Background: an optimization exercise with open tools, aiming at small area. Do not read the settings as production practice. In this exercise RTL edits were held to simulation tests only and were not proved equivalent to the original.

==> build 40: inputs <==
Design eriscv, start of the top module:
module eriscv(
	input  wire        clk,
	input  wire        rst,
	input  wire [31:0] rom_data_i,
	output wire [31:0] rom_addr_o,
	output wire        rom_ce_o,
	input  wire [31:0] ram_data_i,
	output wire [31:0] ram_addr_o,
	output wire [31:0] ram_data_o,
	output wire        ram_we_o,
	output wire [3:0]  ram_sel_o,
	output wire [3:0]  ram_ce_o
);
	genvar gi, gb, gg;
	reg         ce;
	reg  [31:1] pc;           
	wire        taken;
	wire [31:0] target;
	always @(posedge clk) ce <= ~rst;
	wire [31:2] pc_inc;
	inc30 u_inc(.a(pc[31:2]), .y(pc_inc));
	wire        tk = ce & taken;
	wire        nt = ce & ~taken;
	wire [31:1] pc_seq = {pc_inc, pc[1]};
	wire [31:1] pc_nx;
	generate
		for (gb = 1; gb < 32; gb = gb + 1) begin : g_pc
			ao22 u(.a1(tk), .a2(target[gb]), .b1(nt), .b2(pc_seq[gb]), .x(pc_nx[gb]));
		end
	endgenerate
	always @(posedge clk) pc <= pc_nx;
	assign rom_ce_o   = ce;
	assign rom_addr_o = {pc, 1'b0};
	reg  [31:1] d_pc;
	reg  [31:2] d_ins;
	reg         d_v;         
  ...
export LEC_CHECK = 0
export CAP_MARGIN = 10
export CORE_MARGIN = 2
export CORE_UTILIZATION = 55
export CTS_CLUSTER_DIAMETER = 100
export CTS_CLUSTER_SIZE = 25
export SLEW_MARGIN = 10
export SYNTH_HIERARCHICAL = 1
export SYNTH_MINIMUM_KEEP_SIZE = 0
create_clock -name core_clock -period 10.0 [get_ports {clk}]
run.sh (not shown) runs the stock make flow with config.mk's settings and CLKGATE_MAP_FILE= SYNTH_SCRIPT=/design/flow/synth_recipe.tcl, a recipe that flattens the netlist after the stock synthesis.
==> trial 30 (differences from build 40) <==
--- a/flow/design.v
+++ b/flow/design.v
@@ -80,22 +80,31 @@
 	wire rf_2   = ~ex_m2 & ~me_m2;
 	wire [32:0] s1, s2;
 	assign s1[0]  = ex_m1 & ~e_ld;
 	assign s2[0]  = ex_m2 & ~e_ld;
 	assign s1[32] = ~ex_m1 & me_m1;
 	assign s2[32] = ~ex_m2 & me_m2;
 	reg  [991:0] rfq;            
 	wire         wen = m_we & ~rst;
+	wire [3:0] l1 = 4'b0001 << rs1[1:0];
+	wire [3:0] l2 = 4'b0001 << rs2[1:0];
+	wire [3:0] wl = 4'b0001 << m_rd[1:0];
+	wire [7:0] h1 = {8{rf_1}} & (8'b00000001 << rs1[4:2]);
+	wire [7:0] h2 = {8{rf_2}} & (8'b00000001 << rs2[4:2]);
+	wire [7:0] hw = {8{wen}}  & (8'b00000001 << m_rd[4:2]);
+	wire [3:0] l1n = ~l1, l2n = ~l2, wln = ~wl;
+	wire [7:0] h1n = ~h1, h2n = ~h2, hwn = ~hw;
 	generate
 		for (gi = 1; gi < 32; gi = gi + 1) begin : g_rf
-			assign s1[gi] = rf_1 & (rs1 == gi);
-			assign s2[gi] = rf_2 & (rs2 == gi);
-			wire we_r  = wen & (m_rd == gi);
-			wire we_rn = ~we_r;
+			wire we_r, we_rn;
+			nor2  u_s1(.a(l1n[gi % 4]), .b(h1n[gi / 4]), .y(s1[gi]));
+			nor2  u_s2(.a(l2n[gi % 4]), .b(h2n[gi / 4]), .y(s2[gi]));
+			nor2  u_w(.a(wln[gi % 4]), .b(hwn[gi / 4]), .y(we_r));
+			nand2 u_wn(.a(wl[gi % 4]), .b(hw[gi / 4]), .y(we_rn));
 			wire [31:0] nx;
 			for (gb = 0; gb < 32; gb = gb + 1) begin : g_b
 				ao22 u_h(.a1(rfq[32*(gi-1)+gb]), .a2(we_rn), .b1(we_r), .b2(m_val[gb]), .x(nx[gb]));
 			end
 			always @(posedge clk) rfq[32*(gi-1) +: 32] <= nx;
 		end
 	endgenerate
 	wire [31:0] r1, r2;
==> flow/flow/run.sh (new file) <==
#!/bin/bash
# The standard layout, with the port buffers made from the smallest buffer cell
# (sky130_fd_sc_hd__buf_1) instead of the one buffer_ports picks by default.
set -euo pipefail
bash standard.sh "BUFFER_PORTS_ARGS=-buffer_cell sky130_fd_sc_hd__buf_1" finish > orfs_make.log 2>&1
==> flow/standard.sh (new file) <==
#!/bin/bash
# synth_recipe.tcl (not shown) runs the flow's synth.tcl, then flattens the netlist and writes it again
# the make line also repeats each setting of config.mk as NAME=value (left out here)
make -C /OpenROAD-flow-scripts/flow DESIGN_CONFIG=/design/flow/config.mk WORK_HOME=/design/flow/orfs CLKGATE_MAP_FILE= SYNTH_SCRIPT=/design/flow/synth_recipe.tcl "${@:-finish}"
removed: flow/run.sh
==> flow_summary.ini <==
[status]
status = complete, but fails checks
so_faults = capacitance limit

[clock_tree]
clock_latency_ns = 0.75

[power_and_ir_drop]
powerClk_mw = 2.74
clockPowerShare_pct = 32.6

[route]
drt-initial-drc-count = 12527
routedWlPerCell_um = 40.0

[flow_run]
cap_violations = 1

[layout]
multiInputGateArea_um2 = 28100
multi_input_cells = 3350

[timing]
skew_ns = 0.0444
[end of results for build 40]
==> flow_summary.ini <==
[layout]
multi_input_cells = 3359
multiInputGateArea_um2 = 28000

[clock_tree]
clock_latency_ns = 0.77

[flow_run]
cap_violations = 0

[setup_path]
end_kind = flop
rr_startpoint = e_f3[0]

[power_and_ir_drop]
power_leader = registers
clockPowerShare_pct = 32.7

[status]
status = no timing/DRC/antenna violations

[route]
routedWlPerCell_um = 39.3

[timing]
skew_ns = 0.0566
[end of results for trial 30]

* * *

==> violet <==
RTL: one of the versions met above, not the one the previous note started from.
==> flow/config.mk <==
export PLATFORM = sky130hd
export DESIGN_NAME = eriscv
export DESIGN_NICKNAME = eriscv
export VERILOG_FILES = /design/flow/design.v
export SDC_FILE = /design/flow/constraint.sdc
export NUM_CORES = 4
export LEC_CHECK = 0
export CAP_MARGIN = 10
export CORE_MARGIN = 2
export CORE_UTILIZATION = 65
export CTS_CLUSTER_DIAMETER = 100
export CTS_CLUSTER_SIZE = 25
export SLEW_MARGIN = 10
export SYNTH_HIERARCHICAL = 1
export SYNTH_MINIMUM_KEEP_SIZE = 0
==> flow/constraint.sdc <==
create_clock -name core_clock -period 10.0 [get_ports {clk}]
set_input_delay 2.0000 -clock core_clock [delete_from_list [all_inputs] [get_ports {clk}]]
set_output_delay 2.0000 -clock core_clock [all_outputs]
set_load 0.01 [all_outputs]
standard.sh (not shown) runs the stock make flow with config.mk's settings and CLKGATE_MAP_FILE= SYNTH_SCRIPT=/design/flow/synth_recipe.tcl, a recipe that flattens the netlist after the stock synthesis.
==> flow/flow/run.sh <==
#!/bin/bash
# The standard layout, with the port buffers made from the smallest buffer cell
# (sky130_fd_sc_hd__buf_1) instead of the one buffer_ports picks by default.
set -euo pipefail
bash standard.sh "BUFFER_PORTS_ARGS=-buffer_cell sky130_fd_sc_hd__buf_1" finish > orfs_make.log 2>&1
==> onyx: changes against violet <==
--- a/flow/design.v
+++ b/flow/design.v
@@ -82,27 +82,18 @@
 	assign s1[0]  = ex_m1 & ~e_ld;
 	assign s2[0]  = ex_m2 & ~e_ld;
 	assign s1[32] = ~ex_m1 & me_m1;
 	assign s2[32] = ~ex_m2 & me_m2;
 	reg  [991:0] rfq;            
 	wire         wen = m_we & ~rst;
-	wire [3:0] l1 = 4'b0001 << rs1[1:0];
-	wire [3:0] l2 = 4'b0001 << rs2[1:0];
-	wire [3:0] wl = 4'b0001 << m_rd[1:0];
-	wire [7:0] h1 = {8{rf_1}} & (8'b00000001 << rs1[4:2]);
-	wire [7:0] h2 = {8{rf_2}} & (8'b00000001 << rs2[4:2]);
-	wire [7:0] hw = {8{wen}}  & (8'b00000001 << m_rd[4:2]);
-	wire [3:0] l1n = ~l1, l2n = ~l2, wln = ~wl;
-	wire [7:0] h1n = ~h1, h2n = ~h2, hwn = ~hw;
 	generate
 		for (gi = 1; gi < 32; gi = gi + 1) begin : g_rf
-			wire we_r, we_rn;
-			nor2  u_s1(.a(l1n[gi % 4]), .b(h1n[gi / 4]), .y(s1[gi]));
-			nor2  u_s2(.a(l2n[gi % 4]), .b(h2n[gi / 4]), .y(s2[gi]));
-			nor2  u_w(.a(wln[gi % 4]), .b(hwn[gi / 4]), .y(we_r));
-			nand2 u_wn(.a(wl[gi % 4]), .b(hw[gi / 4]), .y(we_rn));
+			assign s1[gi] = rf_1 & (rs1 == gi);
+			assign s2[gi] = rf_2 & (rs2 == gi);
+			wire we_r  = wen & (m_rd == gi);
+			wire we_rn = ~we_r;
 			wire [31:0] nx;
 			for (gb = 0; gb < 32; gb = gb + 1) begin : g_b
 				ao22 u_h(.a1(rfq[32*(gi-1)+gb]), .a2(we_rn), .b1(we_r), .b2(m_val[gb]), .x(nx[gb]));
 			end
 			always @(posedge clk) rfq[32*(gi-1) +: 32] <= nx;
 		end
- CORE_UTILIZATION: 65 -> 55
==> comparison <==
- onyx produced a clean layout. violet completed without violations.
- Against onyx, the critical path depth of violet is lower by 5.
- Of onyx and violet, violet has the higher register-to-register slack (gap 0.29 ns).
- Against violet, the worst hold slack of onyx is worse by 0.0054 ns.
- Fmax: onyx is smaller than violet (3.2%).
==> figures <==
                                                            onyx      violet
Via count of the first global-routing pass                    48700       49700
Netlist area before placement                             53800 um2   53500 um2
HPWL after DPL                                            154000 um   151000 um
Summed area of non-filler cells in the final layout       58500 um2   57800 um2
Setup skew after layout                                   0.0465 ns   0.0537 ns
Crit path time final                                        9.13 ns     8.84 ns
Antenna violations before repair                                 11          27
Length of the first detailed-routing pass in iterations          14          17
Outcome                            no timing/DRC/antenna violations  no timing/DRC/antenna violations
First-pass GRT wire length                                353000 um   350000 um

-- port drivers added, routing unchanged --
No port has a modelled driver above. Below, the same layouts with a new extraction and two added sets of constraints.
Step 1 (the two cells are an assumption about what drives the block):
set clk [get_ports {clk}]
set_driving_cell -lib_cell sky130_fd_sc_hd__clkbuf_16 $clk
set_driving_cell -lib_cell sky130_fd_sc_hd__buf_2 [delete_from_list [all_inputs] $clk]
Step 2, shift: input delay + t, output delay - t, t = (earliest + latest rising clock arrival at the registers) / 2. This alone moves slack from input paths to output paths.
Three values: ideal, step 1, step 2; two values: the first two.
| run | shift t [ns] | slack for setup (ns) | cell pins on the clock port's net |
|---|---|---|---|
| build 40 | 0.802 | 1.156 / 1.156 / 1.156 | 1 |
| trial 30 | 0.815 | 0.955 / 0.955 / 0.955 | 1 |
| violet | 0.794 | 1.159 / 1.159 / 1.159 | 1 |
| onyx | 0.798 | 0.866 / 0.866 / 0.866 | 1 |
